This design comes from an exercise in tuning for small area and a short achievable clock period on the open sky130 flow, not from production work.
In this exercise RTL edits were held to simulation tests only and were not proved equivalent to the original.
Power figures rest on the tool's default switching activity, not on a simulated workload.

==> 05-15 <==
Design sysarray_flat, start of the top module:
module sysarray_flat (
    input  wire         clk,
    input  wire         rst,
    input  wire         clr,
    input  wire [23:0]  a_left,
    input  wire [23:0]  b_top,
    output wire [161:0] acc_out
);
==> flow/config.mk <==
export PLATFORM = sky130hd
export DESIGN_NAME = sysarray_flat
export DESIGN_NICKNAME = sysarray_flat
export VERILOG_FILES = /design/flow/design.v
export SDC_FILE = /design/flow/constraint.sdc
export NUM_CORES = 4
export LEC_CHECK = 0
export CAP_MARGIN = 20
export CORE_MARGIN = 2
export CORE_UTILIZATION = 40
export CTS_BUF_LIST = sky130_fd_sc_hd__clkbuf_4 sky130_fd_sc_hd__clkbuf_8
export SETUP_SLACK_MARGIN = 1.1
export SLEW_MARGIN = 20
export SYNTH_HIERARCHICAL = 1
export SYNTH_MINIMUM_KEEP_SIZE = 0
==> flow/constraint.sdc <==
create_clock -name core_clock -period 5.0 [get_ports {clk}]
set_input_delay 1.0000 -clock core_clock [delete_from_list [all_inputs] [get_ports {clk}]]
set_output_delay 1.0000 -clock core_clock [all_outputs]
set_load 0.01 [all_outputs]
standard.sh (not shown) runs the stock make flow with config.mk's settings and CLKGATE_MAP_FILE= SYNTH_SCRIPT=/design/flow/synth_recipe.tcl, a recipe that flattens the netlist after the stock synthesis.
==> flow/flow/run.sh <==
#!/bin/bash
set -euo pipefail
export BUFFER_PORTS_ARGS="-buffer_cell sky130_fd_sc_hd__buf_1"
export PRE_RESIZE_TCL="$PWD/flow/pre_resize.tcl"
bash standard.sh > standard.log 2>&1
==> flow/flow/pre_resize.tcl <==
# Input-port buffers (named input* by buffer_ports) to buf_4.
set n 0
foreach inst [get_cells input*] {
  if { [get_property $inst ref_name] == "sky130_fd_sc_hd__buf_1" } {
    replace_cell $inst sky130_fd_sc_hd__buf_4
    incr n
  }
}
puts "pre_resize: $n input buffers made sky130_fd_sc_hd__buf_4"
==> inputs of 02-24, as changes to 05-15 <==
--- a/flow/design.v
+++ b/flow/design.v
@@ -248,54 +248,51 @@
     logic pq7;
     logic pg8;
     logic pq9;
     logic pg10;
     logic pq11;
     logic pg12;
     logic pq13;
     logic pn14;
-    logic pn15;
+    logic pg15;
     logic pg16;
-    logic pg17;
-    logic pn18;
+    logic pn17;
+    logic pg18;
     logic pn19;
-    logic pg20;
-    logic pq21;
-    logic pg22;
-    logic pq23;
-    logic pn24;
+    logic pq20;
+    logic pg21;
+    logic pq22;
+    logic pn23;
+    logic pg24;
     logic pn25;
-    logic pg26;
-    logic pq27;
-    logic pg28;
-    logic pq29;
-    logic pg30;
-    logic pn31;
-    logic pg32;
+    logic pq26;
+    logic pg27;
+    logic pq28;
+    logic pg29;
+    logic pn30;
+    logic pg31;
+    logic pn32;
     logic pg33;
     logic pg34;
     logic pg35;
     logic pq36;
     logic pn37;
-    logic pn38;
-    logic pg39;
+    logic pg38;
+    logic pn39;
     logic pq40;
     logic pn41;
-    logic pn42;
+    logic pg42;
     logic pg43;
     logic pg44;
     logic pn45;
-    logic pn46;
+    logic pg46;
     logic pg47;
     logic pn48;
-    logic pn49;
-    logic pg50;
-    logic pg51;
-    logic pg52;
+    logic pg49;
     assign pp0_0 = a_in[0] & b_in[0];
     assign pp0_1 = a_in[0] & b_in[1];
     assign pp0_2 = a_in[0] & b_in[2];
     assign pp0_3 = a_in[0] & b_in[3];
     assign pp0_4 = a_in[0] & b_in[4];
     assign pp0_5 = a_in[0] & b_in[5];
     assign pp0_6 = a_in[0] & b_in[6];
     assign pp0_7 = ~(a_in[0] & b_in[7]);
@@ -474,69 +471,66 @@
     paoi u_pg6 (.g1(pp_g10), .p1(pp_p10), .g0(pp_g9), .y(pg6));
     pnand u_pq7 (.a(pp_p10), .b(pp_p9), .y(pq7));
     paoi u_pg8 (.g1(pp_g12), .p1(pp_p12), .g0(pp_g11), .y(pg8));
     pnand u_pq9 (.a(pp_p12), .b(pp_p11), .y(pq9));
     paoi u_pg10 (.g1(pp_g14), .p1(pp_p14), .g0(pp_g13), .y(pg10));
     pnand u_pq11 (.a(pp_p14), .b(pp_p13), .y(pq11));
     paoi u_pg12 (.g1(pp_g16), .p1(pp_p16), .g0(pp_g15), .y(pg12));
     pnand u_pq13 (.a(pp_p16), .b(pp_p15), .y(pq13));
-    pinv u_pn14 (.a(pp_g5), .y(pn14));
-    pinv u_pn15 (.a(pp_p5), .y(pn15));
-    poai u_pg16 (.g1(pn14), .p1(pn15), .g0(pg1), .y(pg16));
-    poai u_pg17 (.g1(pg2), .p1(pq3), .g0(pg1), .y(pg17));
-    pinv u_pn18 (.a(pp_g9), .y(pn18));
-    pinv u_pn19 (.a(pp_p9), .y(pn19));
-    poai u_pg20 (.g1(pn18), .p1(pn19), .g0(pg4), .y(pg20));
-    pnor u_pq21 (.a(pn19), .b(pq5), .y(pq21));
-    poai u_pg22 (.g1(pg6), .p1(pq7), .g0(pg4), .y(pg22));
-    pnor u_pq23 (.a(pq7), .b(pq5), .y(pq23));
-    pinv u_pn24 (.a(pp_g13), .y(pn24));
-    pinv u_pn25 (.a(pp_p13), .y(pn25));
-    poai u_pg26 (.g1(pn24), .p1(pn25), .g0(pg8), .y(pg26));
-    pnor u_pq27 (.a(pn25), .b(pq9), .y(pq27));
-    poai u_pg28 (.g1(pg10), .p1(pq11), .g0(pg8), .y(pg28));
-    pnor u_pq29 (.a(pq11), .b(pq9), .y(pq29));
-    paoi u_pg30 (.g1(pp_g7), .p1(pp_p7), .g0(pg17), .y(pg30));
-    pinv u_pn31 (.a(pg17), .y(pn31));
-    poai u_pg32 (.g1(pg4), .p1(pq5), .g0(pn31), .y(pg32));
-    paoi u_pg33 (.g1(pg20), .p1(pq21), .g0(pg17), .y(pg33));
-    paoi u_pg34 (.g1(pg22), .p1(pq23), .g0(pg17), .y(pg34));
-    paoi u_pg35 (.g1(pp_g15), .p1(pp_p15), .g0(pg28), .y(pg35));
-    pnand u_pq36 (.a(pp_p15), .b(pq29), .y(pq36));
-    pinv u_pn37 (.a(pg12), .y(pn37));
-    pinv u_pn38 (.a(pq13), .y(pn38));
-    paoi u_pg39 (.g1(pn37), .p1(pn38), .g0(pg28), .y(pg39));
-    pnand u_pq40 (.a(pn38), .b(pq29), .y(pq40));
-    pinv u_pn41 (.a(pp_g11), .y(pn41));
-    pinv u_pn42 (.a(pp_p11), .y(pn42));
-    poai u_pg43 (.g1(pn41), .p1(pn42), .g0(pg34), .y(pg43));
-    poai u_pg44 (.g1(pg8), .p1(pq9), .g0(pg34), .y(pg44));
-    pinv u_pn45 (.a(pg26), .y(pn45));
-    pinv u_pn46 (.a(pq27), .y(pn46));
-    poai u_pg47 (.g1(pn45), .p1(pn46), .g0(pg34), .y(pg47));
-    pinv u_pn48 (.a(pg28), .y(pn48));
-    pinv u_pn49 (.a(pq29), .y(pn49));
-    poai u_pg50 (.g1(pn48), .p1(pn49), .g0(pg34), .y(pg50));
-    poai u_pg51 (.g1(pg35), .p1(pq36), .g0(pg34), .y(pg51));
-    poai u_pg52 (.g1(pg39), .p1(pq40), .g0(pg34), .y(pg52));
+    pinv u_pn14 (.a(pg1), .y(pn14));
+    paoi u_pg15 (.g1(pp_g5), .p1(pp_p5), .g0(pn14), .y(pg15));
+    poai u_pg16 (.g1(pg2), .p1(pq3), .g0(pg1), .y(pg16));
+    pinv u_pn17 (.a(pg4), .y(pn17));
+    paoi u_pg18 (.g1(pp_g9), .p1(pp_p9), .g0(pn17), .y(pg18));
+    pinv u_pn19 (.a(pq5), .y(pn19));
+    pnand u_pq20 (.a(pp_p9), .b(pn19), .y(pq20));
+    poai u_pg21 (.g1(pg6), .p1(pq7), .g0(pg4), .y(pg21));
+    pnor u_pq22 (.a(pq7), .b(pq5), .y(pq22));
+    pinv u_pn23 (.a(pg8), .y(pn23));
+    paoi u_pg24 (.g1(pp_g13), .p1(pp_p13), .g0(pn23), .y(pg24));
+    pinv u_pn25 (.a(pq9), .y(pn25));
+    pnand u_pq26 (.a(pp_p13), .b(pn25), .y(pq26));
+    poai u_pg27 (.g1(pg10), .p1(pq11), .g0(pg8), .y(pg27));
+    pnor u_pq28 (.a(pq11), .b(pq9), .y(pq28));
+    paoi u_pg29 (.g1(pp_g7), .p1(pp_p7), .g0(pg16), .y(pg29));
+    pinv u_pn30 (.a(pg16), .y(pn30));
+    poai u_pg31 (.g1(pg4), .p1(pq5), .g0(pn30), .y(pg31));
+    pinv u_pn32 (.a(pg16), .y(pn32));
+    poai u_pg33 (.g1(pg18), .p1(pq20), .g0(pn32), .y(pg33));
+    paoi u_pg34 (.g1(pg21), .p1(pq22), .g0(pg16), .y(pg34));
+    paoi u_pg35 (.g1(pp_g15), .p1(pp_p15), .g0(pg27), .y(pg35));
+    pnand u_pq36 (.a(pp_p15), .b(pq28), .y(pq36));
+    pinv u_pn37 (.a(pg27), .y(pn37));
+    poai u_pg38 (.g1(pg12), .p1(pq13), .g0(pn37), .y(pg38));
+    pinv u_pn39 (.a(pq28), .y(pn39));
+    pnor u_pq40 (.a(pq13), .b(pn39), .y(pq40));
+    pinv u_pn41 (.a(pg34), .y(pn41));
+    paoi u_pg42 (.g1(pp_g11), .p1(pp_p11), .g0(pn41), .y(pg42));
+    poai u_pg43 (.g1(pg8), .p1(pq9), .g0(pg34), .y(pg43));
+    poai u_pg44 (.g1(pg24), .p1(pq26), .g0(pg34), .y(pg44));
+    pinv u_pn45 (.a(pg34), .y(pn45));
+    paoi u_pg46 (.g1(pg27), .p1(pq28), .g0(pn45), .y(pg46));
+    poai u_pg47 (.g1(pg35), .p1(pq36), .g0(pg34), .y(pg47));
+    pinv u_pn48 (.a(pg34), .y(pn48));
+    paoi u_pg49 (.g1(pg38), .p1(pq40), .g0(pn48), .y(pg49));
     assign sum[4] = pp_p4 ^ rc_c2;
     assign sum[5] = ~(pp_p5 ^ pg1);
-    assign sum[6] = pp_p6 ^ pg16;
-    assign sum[7] = pp_p7 ^ pg17;
-    assign sum[8] = ~(pp_p8 ^ pg30);
-    assign sum[9] = pp_p9 ^ pg32;
-    assign sum[10] = ~(pp_p10 ^ pg33);
+    assign sum[6] = ~(pp_p6 ^ pg15);
+    assign sum[7] = pp_p7 ^ pg16;
+    assign sum[8] = ~(pp_p8 ^ pg29);
+    assign sum[9] = pp_p9 ^ pg31;
+    assign sum[10] = pp_p10 ^ pg33;
     assign sum[11] = ~(pp_p11 ^ pg34);
-    assign sum[12] = pp_p12 ^ pg43;
-    assign sum[13] = pp_p13 ^ pg44;
-    assign sum[14] = pp_p14 ^ pg47;
-    assign sum[15] = pp_p15 ^ pg50;
-    assign sum[16] = pp_p16 ^ pg51;
-    assign sum[17] = pp_p17 ^ pg52;
+    assign sum[12] = ~(pp_p12 ^ pg42);
+    assign sum[13] = pp_p13 ^ pg43;
+    assign sum[14] = pp_p14 ^ pg44;
+    assign sum[15] = ~(pp_p15 ^ pg46);
+    assign sum[16] = pp_p16 ^ pg47;
+    assign sum[17] = ~(pp_p17 ^ pg49);
     always_ff @(posedge clk) begin
         if (rst || clr) acc_out <= '0;
         else            acc_out <= sum;
     end
 endmodule
 module fa (
     input  logic x,
     input  logic y,
- CTS_CLUSTER_DIAMETER: unset -> 60
- CTS_CLUSTER_SIZE: unset -> 16
- SETUP_SLACK_MARGIN: 1.1 -> 1.0
==> inputs of 10-28, as changes to 05-15 <==
- SETUP_SLACK_MARGIN: 1.1 -> 1.2
==> inputs of 05-23, as changes to 05-15 <==
- CTS_CLUSTER_DIAMETER: unset -> 60
- CTS_CLUSTER_SIZE: unset -> 16
==> qor summary <==
| item | 10-28 | 05-15 | 05-23 | 02-24 |
|---|---|---|---|---|
| Adder-Cell Fraction of Synth Area | 39.8% | 39.8% | 39.8% | 39.7% |
| Hold-critical path endpoint | u_arr.g_row[2].g_col[1].g_hop.a_q[0] | u_arr.g_row[2].g_col[1].g_hop.a_q[3] | u_arr.g_row[2].g_col[1].g_hop.a_q[0] | u_arr.g_row[2].g_col[1].g_hop.a_q[1] |
| Sequential Area | 0.00525 mm^2 | 0.00521 mm^2 | 0.00522 mm^2 | 0.00520 mm^2 |
| Topmost layer with routed signal wires | met4 | met5 | met5 | met4 |
| Area of all placed cells without fillers | 0.0304 mm^2 | 0.0301 mm^2 | 0.0297 mm^2 | 0.0296 mm^2 |
| Bufs and invs on worst path | 1 | 1 | 1 | 2 |
| Worst reg2reg path startpoint | u_arr.g_row[0].g_col[1].g_hop.b_q[5] | u_arr.g_row[0].g_col[0].g_hop.a_q[2] | u_arr.g_row[1].g_col[0].g_hop.b_q[5] | u_arr.g_row[0].g_col[1].g_hop.b_q[3] |
| Number of global-route vias before repair | 20,600 | 21,000 | 20,800 | 20,600 |
| Met3 wire length | 2.68 mm | 3.28 mm | 3.05 mm | 2.67 mm |
| Vertical die dimension | 263 um | 263 um | 263 um | 263 um |
| Final-layout worst hold slack | 0.532 ns | 0.529 ns | 0.544 ns | 0.528 ns |
| Simple-gate area share of the yosys netlist | 19.1% | 19.1% | 19.1% | 19.1% |
| Post-synthesis cell count | 2,713 | 2,713 | 2,713 | 2,686 |
| Status | complete, no violations | complete, no violations | complete, no violations | complete, no violations |
| Pre-CTS setup slack | 0.673 ns | 0.630 ns | 0.630 ns | 0.499 ns |
| Endpoint of the worst-slack reg-to-reg timing path | u_arr.g_row[2].g_col[0].u_pe.acc_out[16] | u_arr.g_row[0].g_col[1].u_pe.acc_out[12] | u_arr.g_row[1].g_col[1].u_pe.acc_out[14] | u_arr.g_row[2].g_col[0].u_pe.acc_out[14] |
| Reported combinational group power | 9.77 mW | 9.71 mW | 9.68 mW | 9.79 mW |
| Data arrival time at the worst-slack endpoint | 4.17 ns | 4.22 ns | 4.23 ns | 4.33 ns |
| Sequential cell area share | 17.3% | 17.3% | 17.5% | 17.6% |
| Non-filler instance count after layout | 3,865 | 3,868 | 3,843 | 3,815 |
| Count of non-CTS buffers in the layout | 225 | 227 | 226 | 224 |
| Critical path data required time | 5.50 ns | 5.51 ns | 5.47 ns | 5.48 ns |
| Growth of design area from synthesis to finish | 13.1% | 12.0% | 10.8% | 10.3% |
| FMAX | 273 MHz | 270 MHz | 266 MHz | 259 MHz |
| X dimension of the die | 263 um | 263 um | 263 um | 263 um |

-- port drivers added, routing unchanged --
The flow's constraints put no driver on any port. The routed layouts listed below were extracted and timed again, unchanged, in two steps.
Step 1: set_driving_cell puts a clkbuf_16 on clk and a buf_2 on each other input, an assumption about the parent block.
Step 2, shift: input delay + t, output delay - t, t = (earliest + latest rising clock arrival at the registers) / 2. This alone moves slack from input paths to output paths.
Three values: no drivers, after step 1, after step 2; two values: the first two.
run	t (ns)	setup WS [ns]	worst setup path at the end	slew at the worst register clock pin (ns)	pins driven straight from the clock port
05-15	0.703	1.292 / 1.314 / 0.624	input to register	0.07 / 0.07	1
02-24	0.656	1.143 / 1.159 / 0.503	input to register	0.09 / 0.09	1
10-28	0.695	1.336 / 1.372 / 0.678	input to register	0.07 / 0.07	1
05-23	0.684	1.236 / 1.262 / 0.586	input to register	0.11 / 0.11	1
After both steps setup and hold are still met in every run listed. For 05-15, which loses most, drivers alone change the setup slack by +0.022 ns; drivers and shift together by -0.668 ns.
